Background: an optimization exercise with open tools, aiming at small area and a short achievable clock period. Do not read the settings as production practice.
RTL that was checked went through simulation tests only; none was proved equivalent to the original.
Power figures rest on the tool's default switching activity, not on a simulated workload.

## run Z
==> flow/design.v <==
`timescale 1 ns / 1 ns
module div_signed(clock, clken, numer, denom, quotient, remain);
   input clock;
   input clken;
   input [31:0] numer;
   input [31:0] denom;
   output [31:0] quotient;
   output [31:0] remain;
   reg [31:0] quotient;
   reg [31:0] remain;
   function [32:0] ks_carry;
      input [31:0] gi;
      input [31:0] pi;
      reg [32:0] g, p;
      integer i, k;
      begin
         g = {gi, 1'b1};
         p = {pi, 1'b1};
         for (k = 1; k < 33; k = k * 2)
           for (i = 32; i >= 0; i = i - 1)
             if ((i / k) % 2 == 1) begin
                g[i] = g[i] | (p[i] & g[(i / k) * k - 1]);
                p[i] = p[i] & p[(i / k) * k - 1];
             end
         ks_carry = g;
      end
   endfunction
   reg [31:0] n0;
   reg [31:0] d0;
   always @(posedge clock)
     if (clken) begin
        n0 <= numer;
        d0 <= denom;
     end
   wire [31:0] an = n0[31] ? (~n0 + 32'd1) : n0;
   wire [31:0] ad = d0[31] ? (~d0 + 32'd1) : d0;
   wire        nmin = n0 == 32'h80000000;
   wire        dz   = d0 == 32'd0;
   wire        d1s  = (d0 == 32'd1) | (d0 == 32'hffffffff);
   wire        g1   = dz | (d1s & nmin);
   reg [31:0]  d1;
   reg [0:0]   r1;
   reg [31:0]  nq1;    
   reg         sn1;    
   reg         sq1;    
   always @(posedge clock)
     if (clken) begin
        d1  <= ad;
        r1  <= nmin & ~d1s;
        nq1 <= {an[30:0], g1};
        sn1 <= n0[31];
        sq1 <= n0[31] ^ d0[31];
     end
   genvar j;
   generate
      for (j = 2; j <= 31; j = j + 1) begin : st
         wire [31:0]  dp;
         wire [j-2:0] rp;
         wire [31:0]  nqp;
         wire         snp, sqp;
         if (j == 2) begin : from1
            assign dp = d1;
            assign rp = r1;
            assign nqp = nq1;
            assign snp = sn1;
            assign sqp = sq1;
         end else begin : fromj
            assign dp = st[j-1].d;
            assign rp = st[j-1].r;
            assign nqp = st[j-1].nq;
            assign snp = st[j-1].sn;
            assign sqp = st[j-1].sq;
         end
         wire [j-1:0] rr = {rp, nqp[31]};
         wire [j:0]   df;
         wire [j:0]   cy;
         assign df[j-1:0] = ~(rr ^ dp[j-1:0] ^ cy[j-1:0]);
         assign df[j] = ~cy[j];
         assign cy = ks_carry(rr & ~dp[j-1:0], rr | ~dp[j-1:0]);
         wire         g  = ~|dp[31:j] & cy[j];
         reg [31:0]  d;
         reg [j-1:0] r;
         reg [31:0]  nq;
         reg         sn, sq;
         wire [j-1:0] rn = ({j{clken & g}} & df[j-1:0]) |
                           ({j{clken & ~g}} & rr) |
                           ({j{~clken}} & r);
         always @(posedge clock)
           r <= rn;
         always @(posedge clock)
           if (clken) begin
              d  <= dp;
              nq <= {nqp[30:0], g};
              sn <= snp;
              sq <= sqp;
           end
      end
   endgenerate
   wire [31:0] dl  = st[31].d;
   wire [31:0] rl  = {st[31].r, st[31].nq[31]};
   wire [30:0] ql  = st[31].nq[30:0];
   wire [32:0] dfl = {1'b0, rl} - {1'b0, dl};
   wire        gl  = ~dfl[32];
   wire [31:0] ndf = dl - rl;           
   wire [31:0] nrl = ~rl + 32'd1;       
   wire [30:0] nql = ~ql + 31'd1;       
   always @(posedge clock)
     if (clken) begin
        remain <= st[31].sn ? (gl ? ndf : nrl) : (gl ? dfl[31:0] : rl);
        quotient <= st[31].sq ? (gl ? {~ql, 1'b1} : {nql, 1'b0}) : {ql, gl};
     end
endmodule
export LEC_CHECK = 0
export CAP_MARGIN = 20
export CORE_MARGIN = 2
export CORE_UTILIZATION = 40
export CTS_BUF_LIST = sky130_fd_sc_hd__clkbuf_8
export CTS_CLUSTER_SIZE = 30
export SETUP_SLACK_MARGIN = 2.6
export SLEW_MARGIN = 20
create_clock -name core_clock -period 5.5 [get_ports {clock}]
standard.sh (not shown) runs the stock make flow with config.mk's settings and CLKGATE_MAP_FILE= SYNTH_SCRIPT=/design/flow/synth_recipe.tcl, a recipe that flattens the netlist after the stock synthesis.
==> flow/flow/run.sh <==
#!/bin/bash
# Own layout flow: the standard flow (standard.sh), with one change in
# synthesis: the combinational logic is mapped by ABC with a delay-driven
# script (flow/abc_map.script) instead of ORFS's default speed script, and no
# half/full adder cells are extracted before ABC, so that ABC sees the whole
# adder logic.  Registers are mapped exactly as in the standard synthesis.
set -euo pipefail
here=$(pwd)
flowdir=$(cd "$(dirname "${BASH_SOURCE[0]}")" && pwd)

# a copy of ORFS's scripts with the ABC script replaced
rm -rf "$here/scripts"
cp -r "$FLOW_HOME/scripts" "$here/scripts"
cp "$flowdir/abc_map.script" "$here/scripts/abc_speed.script"

# standard.sh with the changed scripts folder and no adder-cell map
sed -e "s|^make -C \(.*\) DESIGN_CONFIG=|make -C \1 SCRIPTS_DIR=$here/scripts ADDER_MAP_FILE= DESIGN_CONFIG=|" \
    "$here/standard.sh" > "$here/own_standard.sh"
grep -q "SCRIPTS_DIR=$here/scripts" "$here/own_standard.sh"

bash "$here/own_standard.sh" > "$here/make.log" 2>&1
==> flow/flow/abc_map.script <==
strash
dch
map -D 1500
buffer -c
topo
stime -c
upsize -c
dnsize -c
--- input diff run Z..run C ---
--- a/flow/design.v
+++ b/flow/design.v
@@ -81,16 +81,12 @@
          reg [31:0]  d;
          reg [j-1:0] r;
          reg [31:0]  nq;
          reg         sn, sq;
-         wire [j-1:0] rn = ({j{clken & g}} & df[j-1:0]) |
-                           ({j{clken & ~g}} & rr) |
-                           ({j{~clken}} & r);
-         always @(posedge clock)
-           r <= rn;
          always @(posedge clock)
            if (clken) begin
               d  <= dp;
+              r  <= g ? df[j-1:0] : rr;
               nq <= {nqp[30:0], g};
               sn <= snp;
               sq <= sqp;
            end
Findings:
Cmp run Z and run C / clock insertion delay at the later pin of the skew report / higher: run Z. Looking at iteration count of the initial detailed-routing pass, run C sits 1 below run Z. Total power of run C is lower than that of run Z. The run showing the smaller number of antenna violations at the first check in global routing is run Z. Compared to run Z, run C leaves less free space in the core.
Function not checked in run Z: the RTL went through the layout flow alone.

* * *

div_signed, a different RTL version from the one above (not shown whole).
For scale: about 2700 flip-flops, about 130 I/O pins, roughly 120000 um2 of cells after synthesis.
==> module div_signed, before the edit <==
module div_signed(clock, clken, numer, denom, quotient, remain);
   input clock;
   input clken;
   input [31:0] numer;
   input [31:0] denom;
   output [31:0] quotient;
   output [31:0] remain;
   reg [31:0] quotient;
   reg [31:0] remain;
   reg [31:0] n0;
   reg [31:0] d0;
   always @(posedge clock)
     if (clken) begin
        n0 <= numer;
        d0 <= denom;
     end
   wire [31:0] an = n0[31] ? (~n0 + 32'd1) : n0;
   wire [31:0] ad = d0[31] ? (~d0 + 32'd1) : d0;
   wire        g1 = ~|ad[31:1] & (an[31] | ~ad[0]);
   reg [31:0]  d1;
   reg [0:0]   r1;
   reg [31:0]  nq1;    
   reg         sn1;    
   reg         sq1;    
   always @(posedge clock)
     if (clken) begin
        d1  <= ad;
        r1  <= g1 ? (an[31] ^ ad[0]) : an[31];
        nq1 <= {an[30:0], g1};
        sn1 <= n0[31];
        sq1 <= n0[31] ^ d0[31];
     end
   genvar j;
   generate
      for (j = 2; j <= 31; j = j + 1) begin : st
         wire [31:0]  dp;
         wire [j-2:0] rp;
         wire [31:0]  nqp;
         wire         snp, sqp;
         if (j == 2) begin : from1
            assign dp = d1;
            assign rp = r1;
            assign nqp = nq1;
            assign snp = sn1;
            assign sqp = sq1;
         end else begin : fromj
            assign dp = st[j-1].d;
            assign rp = st[j-1].r;
            assign nqp = st[j-1].nq;
            assign snp = st[j-1].sn;
            assign sqp = st[j-1].sq;
         end
         wire [j-1:0] rr = {rp, nqp[31]};
         wire [j:0]   df = {1'b0, rr} - {1'b0, dp[j-1:0]};
         wire         g  = ~|dp[31:j] & ~df[j];
         reg [31:0]  d;
         reg [j-1:0] r;
         reg [31:0]  nq;
         reg         sn, sq;
         always @(posedge clock)
           if (clken) begin
              d  <= dp;
              r  <= g ? df[j-1:0] : rr;
              nq <= {nqp[30:0], g};
              sn <= snp;
              sq <= sqp;
           end
      end
   endgenerate
   wire [31:0] dl  = st[31].d;
   wire [31:0] rl  = {st[31].r, st[31].nq[31]};
   wire [30:0] ql  = st[31].nq[30:0];
   wire [32:0] dfl = {1'b0, rl} - {1'b0, dl};
   wire        gl  = ~dfl[32];
   wire [31:0] ndf = dl - rl;           
   wire [31:0] nrl = ~rl + 32'd1;       
   wire [30:0] nql = ~ql + 31'd1;       
   always @(posedge clock)
     if (clken) begin
        remain <= st[31].sn ? (gl ? ndf : nrl) : (gl ? dfl[31:0] : rl);
        quotient <= st[31].sq ? (gl ? {~ql, 1'b1} : {nql, 1'b0}) : {ql, gl};
     end
endmodule
clock: 5.5 ns
lec_check: 0
cap_margin: 20
core_margin: 2
core_utilization: 40
setup_slack_margin: 3.0
slew_margin: 20
run.sh (not shown) runs the stock make flow with config.mk's settings and CLKGATE_MAP_FILE= SYNTH_SCRIPT=/design/flow/synth_recipe.tcl, a recipe that flattens the netlist after the stock synthesis.
Stock flow here: none of the scripts above is used.
==> next run, changes <==
--- a/flow/design.v
+++ b/flow/design.v
@@ -7,8 +7,24 @@
    output [31:0] quotient;
    output [31:0] remain;
    reg [31:0] quotient;
    reg [31:0] remain;
+   function [32:0] ks_carry;
+      input [31:0] gi;
+      input [31:0] pi;
+      reg [32:0] g, p;
+      integer i, k;
+      begin
+         g = {gi, 1'b1};
+         p = {pi, 1'b1};
+         for (k = 1; k < 33; k = k * 2)
+           for (i = 32; i >= k; i = i - 1) begin
+              g[i] = g[i] | (p[i] & g[i-k]);
+              p[i] = p[i] & p[i-k];
+           end
+         ks_carry = g;
+      end
+   endfunction
    reg [31:0] n0;
    reg [31:0] d0;
    always @(posedge clock)
      if (clken) begin
@@ -16,18 +32,21 @@
         d0 <= denom;
      end
    wire [31:0] an = n0[31] ? (~n0 + 32'd1) : n0;
    wire [31:0] ad = d0[31] ? (~d0 + 32'd1) : d0;
-   wire        g1 = ~|ad[31:1] & (an[31] | ~ad[0]);
+   wire        nmin = n0 == 32'h80000000;
+   wire        dz   = d0 == 32'd0;
+   wire        d1s  = (d0 == 32'd1) | (d0 == 32'hffffffff);
+   wire        g1   = dz | (d1s & nmin);
    reg [31:0]  d1;
    reg [0:0]   r1;
    reg [31:0]  nq1;    
    reg         sn1;    
    reg         sq1;    
    always @(posedge clock)
      if (clken) begin
         d1  <= ad;
-        r1  <= g1 ? (an[31] ^ ad[0]) : an[31];
+        r1  <= nmin & ~d1s;
         nq1 <= {an[30:0], g1};
         sn1 <= n0[31];
         sq1 <= n0[31] ^ d0[31];
      end
@@ -51,10 +70,14 @@
             assign snp = st[j-1].sn;
             assign sqp = st[j-1].sq;
          end
          wire [j-1:0] rr = {rp, nqp[31]};
-         wire [j:0]   df = {1'b0, rr} - {1'b0, dp[j-1:0]};
-         wire         g  = ~|dp[31:j] & ~df[j];
+         wire [j:0]   df;
+         wire [j:0]   cy;
+         assign df[j-1:0] = ~(rr ^ dp[j-1:0] ^ cy[j-1:0]);
+         assign df[j] = ~cy[j];
+         assign cy = ks_carry(rr & ~dp[j-1:0], rr | ~dp[j-1:0]);
+         wire         g  = ~|dp[31:j] & cy[j];
          reg [31:0]  d;
          reg [j-1:0] r;
          reg [31:0]  nq;
          reg         sn, sq;
The changed run completed with no timing, DRC or antenna violations.
Non-clock buffer count went up by 72.
Synthesized cell count went up by 15%.
Via count climbs by 8.8%.
Wire length grows by 8.0%.
Global-route usage is higher by 0.23 points.
Core utilization barely changes.
Die area rose by 7.3%.
Total power came out higher by 2.7%.

re-timing with driven ports:
The flow's constraints put no driver on any port. The routed layouts listed below were extracted and timed again, unchanged, in two steps.
Step 1 sets driving cells, clkbuf_16 on the clock port and buf_2 on the other inputs (assumed; they add their load-dependent delay and slew).
Step 2 times the ports against the registers' clock, not the clock port: input delays grow and output delays shrink by t, the midpoint of the rising clock arrivals with the driver on.
Three values: ideal, step 1, step 2; two values: the first two.
run | t, ns | slack for setup (ns) | worst setup path after step 2 | cell pins on the clock port's net
run Z | 1.064 | 2.597 / 2.597 / 1.967 | input to register | 1
run C | 1.059 | 2.624 / 2.624 / 2.364 | input to register | 1
the first run of note 2 | 0.967 | 1.801 / 1.801 / 1.801 | register to register | 1
the second run of note 2 | 0.961 | 1.787 / 1.787 / 1.787 | register to register | 1
After both steps setup and hold are still met in every run listed. The setup slack of run Z, which loses most, moves by 0.000 ns with the drivers and by -0.630 ns with both steps.
